From an optimization exercise on the open Yosys and OpenROAD flow, aimed at small area; shortcuts taken in it are not production practice.
Only simulation tests tie the RTL to the original design; equivalence was not proved.
Power figures rest on the tool's default switching activity, not on a simulated workload.

Design game2048_core, start of the top module:
module game2048_core(clk, reset, start, direction, board, endstatus, state);
For scale: roughly 1000 cells after synthesis, roughly 76 I/O pins.
==> flow/config.mk <==
export PLATFORM = sky130hd
export DESIGN_NAME = game2048_core
export DESIGN_NICKNAME = game2048_core
export VERILOG_FILES = /design/flow/design.v
export SDC_FILE = /design/flow/constraint.sdc
export NUM_CORES = 4
export LEC_CHECK = 0
export ABC_AREA = 1
export CAP_MARGIN = 20
export CORE_MARGIN = 2
export CORE_UTILIZATION = 40
export SLEW_MARGIN = 20
==> flow/constraint.sdc <==
create_clock -name core_clock -period 12.0 [get_ports {clk}]
set_input_delay 2.4000 -clock core_clock [delete_from_list [all_inputs] [get_ports {clk}]]
set_output_delay 2.4000 -clock core_clock [all_outputs]
set_load 0.01 [all_outputs]
standard.sh (not shown) runs the stock make flow with config.mk's settings and CLKGATE_MAP_FILE= SYNTH_SCRIPT=/design/flow/synth_recipe.tcl, a recipe that flattens the netlist after the stock synthesis.
==> flow/flow/run.sh <==
#!/bin/bash
# Layout flow: the standard synthesis with an area-oriented ABC script
# (flow/synth.tcl, flow/area.abc), then the standard flow's own layout (standard.sh)
# from the synthesised netlist to finish, with buf_1 cells as the port
# buffers and a clock tree of clkbuf_8 cells. Each tool's output goes to a log
# file in the work folder.
set -euo pipefail
W=$(pwd)
export MY_ABC_SCRIPT="$W/flow/area.abc"
# every port still gets its own buffer, a buf_1 (the output load is 0.01 pF)
export BUFFER_PORTS_ARGS="-buffer_cell sky130_fd_sc_hd__buf_1"
# clock tree of clkbuf_8 cells, without dummy loads
export CTS_ARGS="-sink_clustering_enable -repair_clock_nets -buf_list sky130_fd_sc_hd__clkbuf_8 -root_buf sky130_fd_sc_hd__clkbuf_8 -dont_use_dummy_load"
# ADDER_MAP_FILE is left empty so that ABC maps the adders' logic too
make -C "$FLOW_HOME" DESIGN_CONFIG="$W/config.mk" WORK_HOME="$W/orfs" CLKGATE_MAP_FILE= \
  ADDER_MAP_FILE= SYNTH_SCRIPT="$W/flow/synth.tcl" synth > "$W/synth.log" 2>&1
bash "$W/standard.sh" > "$W/layout.log" 2>&1
==> flow/flow/area.abc <==
strash; &get -n; &fraig -x; &put; scorr; dc2; dc2; dc2; strash; &get -n; &dch -f; &put; amap -F 20 -A 50 -C 1000; topo; strash; dch -f; amap -F 20 -A 50 -C 1000 -Q 0.05; topo
==> flow/flow/synth.tcl <==
# The standard synthesis script (synth_recipe.tcl), except that ABC maps
# the logic with flow/area.abc (an area-oriented script using amap) instead
# of ORFS's script. Every other ABC argument (liberty, dont_use cells,
# constraints) is kept, and the registers are mapped before ABC runs, so they
# are the standard synthesis's.
proc synth {args} { yosys synth -nofsm -noshare {*}$args }
proc abc {args} {
  set out {}
  set skip 0
  foreach a $args {
    if {$skip} { set skip 0; continue }
    if {$a eq "-script"} { set skip 1; continue }
    lappend out $a
  }
  yosys abc -script $::env(MY_ABC_SCRIPT) {*}$out
}
source $::env(SCRIPTS_DIR)/synth.tcl
# left out here: clear keep_hierarchy, flatten, clean up, hide names made inside functions, write 1_2_yosys.v
The starting point ran to the end with no violations.
==> next run, changes <==
==> flow/flow/area.abc (replaced) <==
strash; &get -n; &fraig -x; &put; scorr; dc2; dc2; dc2; strash; &get -n; &dch -f; &put; amap -F 20 -A 50 -C 1000; topo; strash; dch -f; amap -F 20 -A 50 -C 1000; topo
After rerunning: The new run finished clean; total power came out lower slightly; hold slack barely changes; cell count goes up by a few percent; clock power is lower by a few percent; global-route usage grows by 0.33 points; worst setup slack got worse by 0.33 ns.

Setup of run A:
Another version of the RTL of game2048_core (not shown whole).
Size: ~1100 cells after synthesis, roughly 73 flip-flops, ~76 I/O pins, roughly 0.0074 mm2 of cells after synthesis.
Settings: LEC_CHECK=0, ABC_AREA=1, CAP_MARGIN=5, CORE_MARGIN=2, CORE_UTILIZATION=45, SLEW_MARGIN=5; clock period 12.0 ns.
==> flow/flow/run.sh <==
#!/bin/bash
# Layout flow: the standard synthesis with an area-oriented ABC script
# (flow/synth.tcl, flow/area.abc), then the standard flow's own layout (standard.sh)
# from the synthesised netlist to finish, with buf_1 cells as the port
# buffers and a clock tree of clkbuf_8 cells. Each tool's output goes to a log
# file in the work folder.
set -euo pipefail
W=$(pwd)
export MY_ABC_SCRIPT="$W/flow/area.abc"
# every port still gets its own buffer, a buf_1 (the output load is 0.01 pF)
export BUFFER_PORTS_ARGS="-buffer_cell sky130_fd_sc_hd__buf_1"
# clock tree of clkbuf_8 cells, without dummy loads
export CTS_ARGS="-sink_clustering_enable -repair_clock_nets -buf_list sky130_fd_sc_hd__clkbuf_8 -root_buf sky130_fd_sc_hd__clkbuf_8 -dont_use_dummy_load"
make -C "$FLOW_HOME" DESIGN_CONFIG="$W/config.mk" WORK_HOME="$W/orfs" CLKGATE_MAP_FILE= \
  SYNTH_SCRIPT="$W/flow/synth.tcl" synth > "$W/synth.log" 2>&1
bash "$W/standard.sh" > "$W/layout.log" 2>&1
==> flow/flow/area.abc <==
strash; &get -n; &fraig -x; &put; scorr; dc2; dc2; dc2; strash; &get -n; &dch -f; &put; amap -F 20 -A 50 -C 1000; topo
Scripts as last shown in full above: flow/flow/synth.tcl
Run A completed every stage of the flow, and the final layout passed the timing, DRC and antenna checks.
--- input diff run A..run B ---
Settings: CORE_UTILIZATION now 38, was 45; SLEW_MARGIN now 20, was 5; CAP_MARGIN now 20, was 5.
diff --git a/flow/flow/run.sh b/flow/flow/run.sh
--- a/flow/flow/run.sh
+++ b/flow/flow/run.sh
@@ -4,3 +4,3 @@
 # from the synthesised netlist to finish, with buf_1 cells as the port
-# buffers and a clock tree of clkbuf_8 cells. Each tool's output goes to a log
+# buffers and a small clock tree (clkbuf_4 cells under a clkbuf_8 root). Each tool's output goes to a log
 # file in the work folder.
@@ -11,4 +11,4 @@
 export BUFFER_PORTS_ARGS="-buffer_cell sky130_fd_sc_hd__buf_1"
-# clock tree of clkbuf_8 cells, without dummy loads
-export CTS_ARGS="-sink_clustering_enable -repair_clock_nets -buf_list sky130_fd_sc_hd__clkbuf_8 -root_buf sky130_fd_sc_hd__clkbuf_8 -dont_use_dummy_load"
+# clock tree of clkbuf_4 cells under a clkbuf_8 root, without dummy loads
+export CTS_ARGS="-sink_clustering_enable -repair_clock_nets -buf_list sky130_fd_sc_hd__clkbuf_4 -root_buf sky130_fd_sc_hd__clkbuf_8 -dont_use_dummy_load"
 make -C "$FLOW_HOME" DESIGN_CONFIG="$W/config.mk" WORK_HOME="$W/orfs" CLKGATE_MAP_FILE= \
[summary]
Every stage of the flow completed for run B, and the final layout passed the timing, DRC and antenna checks.
A origin of the worst setup path of st[1]$_SDFF_PP0_ is what run A shows, while st[2]$_SDFF_PP1_ belongs to run B.
Top fanout value on the critical path: run B vs run A up 7
Detailed router's first-iteration violation count on run B is behind run A.
Run B vs run A, transition time at the pin with the least slew margin went down by 0.17 ns.
Run B drops more vias than run A.
Run B — non-clock buffer count about 5% higher, run A as reference
Compared to run A, run B has post-layout utilization of the core 8.1 points lower.
The faster design of the two is run B; run A tops out lower.
Here is what was changed in the inputs of run C compared with run B.
Settings: CORE_UTILIZATION: 38 -> 45.
==> flow/flow/run.sh <==
#!/bin/bash
# Layout flow: the standard synthesis with an area-oriented ABC script
# (flow/synth.tcl, flow/area.abc), then the standard flow's own layout (standard.sh)
# from the synthesised netlist to finish, with buf_1 cells as the port
# buffers and a clock tree of clkbuf_8 cells. Each tool's output goes to a log
# file in the work folder.
set -euo pipefail
W=$(pwd)
export MY_ABC_SCRIPT="$W/flow/area.abc"
# every port still gets its own buffer, a buf_1 (the output load is 0.01 pF)
export BUFFER_PORTS_ARGS="-buffer_cell sky130_fd_sc_hd__buf_1"
# clock tree of clkbuf_8 cells, without dummy loads
export CTS_ARGS="-sink_clustering_enable -repair_clock_nets -buf_list sky130_fd_sc_hd__clkbuf_8 -root_buf sky130_fd_sc_hd__clkbuf_8 -dont_use_dummy_load -sink_clustering_size 30 -sink_clustering_max_diameter 300"
make -C "$FLOW_HOME" DESIGN_CONFIG="$W/config.mk" WORK_HOME="$W/orfs" CLKGATE_MAP_FILE= \
  SYNTH_SCRIPT="$W/flow/synth.tcl" synth > "$W/synth.log" 2>&1
bash "$W/standard.sh" > "$W/layout.log" 2>&1
## What came out
- Between run B and run C, the sequential power does not differ in any meaningful way.
- Re count of clock-buffer cells in the layout: no difference whatsoever between run B and run C.
- The final period utilization number comes out higher for run C vs run B.
- | post-route cell area | run C vs run B | better |
- Run C against run B: final layout net count lower, met3 wirelength from detailed routing dropped about 2.3%.
Changes in run D relative to run C:
diff --git a/flow/flow/run.sh b/flow/flow/run.sh
--- a/flow/flow/run.sh
+++ b/flow/flow/run.sh
@@ -12,3 +12,3 @@
 # clock tree of clkbuf_8 cells, without dummy loads
-export CTS_ARGS="-sink_clustering_enable -repair_clock_nets -buf_list sky130_fd_sc_hd__clkbuf_8 -root_buf sky130_fd_sc_hd__clkbuf_8 -dont_use_dummy_load -sink_clustering_size 30 -sink_clustering_max_diameter 300"
+export CTS_ARGS="-sink_clustering_enable -repair_clock_nets -buf_list sky130_fd_sc_hd__clkbuf_8 -root_buf sky130_fd_sc_hd__clkbuf_8 -dont_use_dummy_load"
 make -C "$FLOW_HOME" DESIGN_CONFIG="$W/config.mk" WORK_HOME="$W/orfs" CLKGATE_MAP_FILE= \
Results
- All of run C and run D finish clean.
- Power density normalized to cell area came out exactly the same in run C and run D.
- Reported for run C and run D, multi-input gate count turned out identical to the last digit.
- Any difference in power between run D and run C is small enough to ignore.
- Number of filler cells placed in the layout delta (run D -> run C): insignificant
- Cell depth of the worst setup path came out exactly the same in run C and run D.
- Going from run C to run D, non-clock inverter instance count of the final layout comparable; number of optimization iterations in the first detailed-route pass comparable; total routed wirelength comparable; setup slack after layout comparable.
- On number of nets in the final layout, run C and run D are basically level.
- | area of the core region | run C vs run D | ≈ equal |

## afterwards: timing with drivers on the ports
No port has a modelled driver above. Below, the same layouts with a new extraction and two added sets of constraints.
Step 1 assumes that a clkbuf_16 drives the clock port and a buf_2 every other input.
Step 2 adds t to the input delays and takes it off the output delays; t is the mean of the earliest and latest rising clock arrival at the registers after step 1. Input paths then give back, and output paths get back, about the clock's delay inside the block.
Slacks: ideal / step 1 / step 2; pairs: ideal / step 1.
run | t (ns) | slack for setup (ns) | worst setup path after step 2
the first run of note 1 | 0.395 | 1.061 / 1.061 / 1.061 | register to register
the second run of note 1 | 0.382 | 0.728 / 0.728 / 0.728 | register to register
run A | 0.398 | 0.693 / 0.693 / 0.693 | register to register
run B | 0.392 | 0.838 / 0.838 / 0.838 | register to register
run C | 0.410 | 0.755 / 0.755 / 0.755 | register to register
run D | 0.410 | 0.755 / 0.755 / 0.755 | register to register
After both steps every run listed still meets setup and hold.
